From an optimization exercise on the open Yosys and OpenROAD flow, aimed at small area and a short achievable clock period; shortcuts taken in it are not production practice. In this exercise RTL edits were held to simulation tests only and were not proved equivalent to the original.

## final_log
module final_log(clk, reset, base, in_data, out_data);
    input clk, reset;
    input [1:0] base;
    input [31:0] in_data;
    output reg [31:0] out_data;
    function [20:0] tn0;
        input [1:0] b;
        input [2:0] d;    
        begin
            case ({b[1], b[1] ? 1'b0 : b[0], d})
                5'b00000: tn0 = 21'h1fffff;
                5'b00001: tn0 = 21'h1d2eba;
                5'b00010: tn0 = 21'h1e730d;
                5'b00011: tn0 = 21'h1ba1c8;
                5'b00100: tn0 = 21'h1f2e7a;
                5'b00101: tn0 = 21'h1c5d35;
                5'b00110: tn0 = 21'h1da188;
                5'b00111: tn0 = 21'h1ad043;
                5'b01000: tn0 = 21'h1fffff;
                5'b01001: tn0 = 21'h198336;
                5'b01010: tn0 = 21'h1c6e00;
                5'b01011: tn0 = 21'h15f137;
                5'b01100: tn0 = 21'h1e1d8f;
                5'b01101: tn0 = 21'h17a0c6;
                5'b01110: tn0 = 21'h1a8b90;
                5'b01111: tn0 = 21'h140ec7;
                5'b10000: tn0 = 21'h1fffff;
                5'b10001: tn0 = 21'h16a3fd;
                5'b10010: tn0 = 21'h1ad961;
                5'b10011: tn0 = 21'h117d5f;
                5'b10100: tn0 = 21'h1d47fc;
                5'b10101: tn0 = 21'h13ebfa;
                5'b10110: tn0 = 21'h18215e;
                5'b10111: tn0 = 21'hec55c;
                default: tn0 = 21'h1fffff;
            endcase
        end
    endfunction
  ...
For scale: ~1,900 cells after synthesis, about 30 flip-flops, about 68 I/O pins.
Settings: LEC_CHECK=0, ABC_AREA=1, CAP_MARGIN=20, CORE_MARGIN=2, CORE_UTILIZATION=40, CTS_BUF_LIST=sky130_fd_sc_hd__clkbuf_8, CTS_CLUSTER_DIAMETER=200, CTS_CLUSTER_SIZE=30, SETUP_SLACK_MARGIN=5, SLEW_MARGIN=20; clock period 60.0 ns.
run.sh (not shown) runs the stock make flow with config.mk's settings and CLKGATE_MAP_FILE= SYNTH_SCRIPT=/design/flow/synth_recipe.tcl, a recipe that flattens the netlist after the stock synthesis.
The starting point finished clean.
Edit:
==> flow/flow/run.sh (new file) <==
#!/bin/bash
set -euo pipefail
bash standard.sh SETUP_SLACK_MARGIN=36 "BUFFER_PORTS_ARGS=-buffer_cell sky130_fd_sc_hd__buf_1" SKIP_GATE_CLONING=1 finish > run.log 2>&1
==> flow/standard.sh (new file) <==
#!/bin/bash
# synth_recipe.tcl (not shown) runs the flow's synth.tcl, then flattens the netlist and writes it again
# the make line also repeats each setting of config.mk as NAME=value (left out here)
make -C /OpenROAD-flow-scripts/flow DESIGN_CONFIG=/design/flow/config.mk WORK_HOME=/design/flow/orfs CLKGATE_MAP_FILE= SYNTH_SCRIPT=/design/flow/synth_recipe.tcl "${@:-finish}"
PLACE_DENSITY = 0.85   (was unset)
SETUP_SLACK_MARGIN = unset   (was 5)
removed: flow/run.sh
What happened: The new run completed with no timing, DRC or antenna violations; routed wire length is higher slightly; sequential cell count does not change; sequential share of layout area is about the same; area after synthesis is unchanged; die area does not change.

========
== raven ==
final_log, a different RTL version from the one above (not shown whole).
Size: about 1900 cells after synthesis, roughly 30 flip-flops, ~68 I/O pins, ~13000 µm² of cells after synthesis.
Settings: LEC_CHECK=0, ABC_AREA=1, CAP_MARGIN=70, CORE_MARGIN=2, CORE_UTILIZATION=40, SLEW_MARGIN=70; clock period 60.0 ns.
Stock flow here: none of the scripts above is used.
raven: all stages complete, timing, DRC and antenna checks passed
Input changes introduced in xenon (baseline for comparison: raven):
- SLEW_MARGIN now 20, was 70
- CTS_CLUSTER_DIAMETER now 200, previously not set
- CAP_MARGIN now 20, was 70
- CTS_CLUSTER_SIZE now 30, previously not set
- CTS_BUF_LIST now sky130_fd_sc_hd__clkbuf_8, previously not set
==> flow/flow/run.sh (new file) <==
#!/bin/bash
set -euo pipefail
bash standard.sh SETUP_SLACK_MARGIN=37 "BUFFER_PORTS_ARGS=-buffer_cell sky130_fd_sc_hd__buf_1" SKIP_GATE_CLONING=1 finish > run.log 2>&1
==> flow/standard.sh (new file) <==
#!/bin/bash
# synth_recipe.tcl (not shown) runs the flow's synth.tcl, then flattens the netlist and writes it again
# the make line also repeats each setting of config.mk as NAME=value (left out here)
make -C /OpenROAD-flow-scripts/flow DESIGN_CONFIG=/design/flow/config.mk WORK_HOME=/design/flow/orfs CLKGATE_MAP_FILE= SYNTH_SCRIPT=/design/flow/synth_recipe.tcl "${@:-finish}"
removed: flow/run.sh
==> run notes <==
Looking at number of fill cells in the layout, xenon sits 5.7% lower than raven does. Compared with raven, xenon improves worst setup slack. Side by side, wire length turned out higher in xenon than in raven. In the final reports, the cell area of xenon is larger than that of raven.

========
Setup of build 77:
final_log again, from the RTL that the note above started with.
Settings: LEC_CHECK=0, ABC_AREA=1, CAP_MARGIN=20, CORE_MARGIN=2, CORE_UTILIZATION=40, SLEW_MARGIN=20; clock period 60.0 ns.
standard.sh (not shown) runs the stock make flow with config.mk's settings and CLKGATE_MAP_FILE= SYNTH_SCRIPT=/design/flow/synth_recipe.tcl, a recipe that flattens the netlist after the stock synthesis.
==> flow/flow/run.sh <==
#!/bin/bash
# The standard layout, with ORFS's timing repair asked to leave 35 ns of setup
# slack (a 25 ns period) instead of none, so that it sizes and buffers the
# critical paths; every tool's output is kept in the ORFS logs and in run.log.
set -euo pipefail
bash standard.sh SETUP_SLACK_MARGIN=35 finish > run.log 2>&1
diff inputs: build 77 => build 83
==> flow/flow/run.sh <==
#!/bin/bash
set -euo pipefail
bash standard.sh SETUP_SLACK_MARGIN=35 "BUFFER_PORTS_ARGS=-buffer_cell sky130_fd_sc_hd__buf_1" SKIP_GATE_CLONING=1 finish > run.log 2>&1
-- flow/config.mk --
<<< build 77, line 10
export CORE_MARGIN = 2
export CORE_UTILIZATION = 40
export SLEW_MARGIN = 20
>>> build 83, line 10
export CORE_MARGIN = 2
export CORE_UTILIZATION = 40
export CTS_BUF_LIST = sky130_fd_sc_hd__clkbuf_8
export CTS_CLUSTER_DIAMETER = 200
export CTS_CLUSTER_SIZE = 30
export SLEW_MARGIN = 20
Results
- Across build 83 and build 77, none had a timing, DRC or antenna violation.
- On overall fraction of global-route tracks in use: between build 83 and build 77, it ends up higher for build 83.
- Core util | build 83 vs build 77 | build 83 lower
- Comparing build 83 and build 77, the lower final non-filler cell area was measured on build 83.
- Summary of build 83 over build 77: overall die width has remained practically unchanged; minimum clock period has decreased.
- Critical path data arrival time was lower in build 83 than in build 77.
- Going from build 77 to build 83, the non-clock buffer count was found to have gone down by 10.
- Routed wire length is higher on build 77
- Comparing cell area after placement for build 83 and build 77, the bigger number came from build 77.
Modified inputs, build 37 compared to build 83
==> flow/flow/run.sh <==
#!/bin/bash
# The standard layout, with ORFS's timing repair asked to leave 38 ns of setup
# slack (a 22 ns period) instead of none, so that it sizes and buffers the
# critical paths; every tool's output is kept in the ORFS logs and in run.log.
set -euo pipefail
bash standard.sh SETUP_SLACK_MARGIN=38 finish > run.log 2>&1
-- flow/config.mk --
<<< build 83, line 10
export CORE_MARGIN = 2
export CORE_UTILIZATION = 40
export CTS_BUF_LIST = sky130_fd_sc_hd__clkbuf_8
export CTS_CLUSTER_DIAMETER = 200
export CTS_CLUSTER_SIZE = 30
export SLEW_MARGIN = 20
>>> build 37, line 10
export CORE_MARGIN = 2
export CORE_UTILIZATION = 40
export SLEW_MARGIN = 20
### Flow results
Build 37 finished every step from synthesis to the final layout, and the layout passed the timing, design-rule and antenna checks.
Compared with build 83, the router placed more vias in build 37.
Comparing growth of design area from synthesis to finish for build 83 and build 37, the smaller number came from build 83.
Routed wire length on build 37 is behind build 83.
Max fraction of area in non-clock buffers across build 83 and build 37: build 37
Diff build 83 -> build 37: total met3 wirelength after detailed routing went up, post-route worst hold slack went up, area fraction of clock buffers and clock inverters went up, length of routed wiring on met1 went up, worst setup slack went up.
[inputs] build 33 vs build 37
==> flow/flow/run.sh <==
#!/bin/bash
# The standard layout (the standard.sh: ORFS from synthesis to the final
# layout, unchanged), with ORFS's timing repair asked to leave 35 ns of setup
# slack instead of none, so that it sizes and buffers the critical paths, then lets it downsize the gates off them (RECOVER_POWER).
# The ORFS logs keep each tool's output; run.log keeps make's.
set -euo pipefail
bash standard.sh SETUP_SLACK_MARGIN=35 RECOVER_POWER=100 finish > run.log 2>&1
Results
- Build 33: all stages done; final checks FAILED (capacitance limit, slew limit).
- Final count of negative-setup-slack endpoints: build 37 vs build 33 identical
- The lower largest incremental delay on the critical path of build 33 and build 37 is in build 37.
- Summary — clock period minus worst slack, build 33 relative to build 37: higher, by 4.01 ns.

==> afterwards: timing with drivers on the ports <==
The flow's constraints put no driver on any port. The routed layouts listed below were extracted and timed again, unchanged, in two steps.
Step 1 (the two cells are an assumption about what drives the block):
set clk [get_ports {clk}]
set_driving_cell -lib_cell sky130_fd_sc_hd__clkbuf_16 $clk
set_driving_cell -lib_cell sky130_fd_sc_hd__buf_2 [delete_from_list [all_inputs] $clk]
Step 2 adds t to the input delays and takes it off the output delays; t is the mean of the earliest and latest rising clock arrival at the registers after step 1. Input paths then give back, and output paths get back, about the clock's delay inside the block.
a / b / c = ideal / step 1 / step 2; a / b = the first two.
| run | shift t [ns] | setup slack, ns | latest minus earliest clock arrival (ns) |
|---|---|---|---|
| the first run of note 1 | 0.326 | 34.941 / 34.918 / 34.592 | 0.016 / 0.016 |
| the second run of note 1 | 0.336 | 36.689 / 36.705 / 36.369 | 0.012 / 0.012 |
| raven | 0.322 | 33.836 / 33.800 / 34.122 | 0.006 / 0.006 |
| xenon | 0.327 | 36.654 / 36.618 / 36.945 | 0.008 / 0.008 |
| build 77 | 0.327 | 35.728 / 35.689 / 35.899 | 0.009 / 0.009 |
| build 83 | 0.336 | 35.915 / 35.880 / 36.177 | 0.014 / 0.014 |
| build 37 | 0.332 | 36.777 / 36.734 / 37.066 | 0.011 / 0.012 |
| build 33 | 0.328 | 32.765 / 32.787 / 32.460 | 0.009 / 0.009 |
The setup slack of the first run of note 1, which loses most, moves by -0.023 ns with the drivers and by -0.349 ns with both steps.
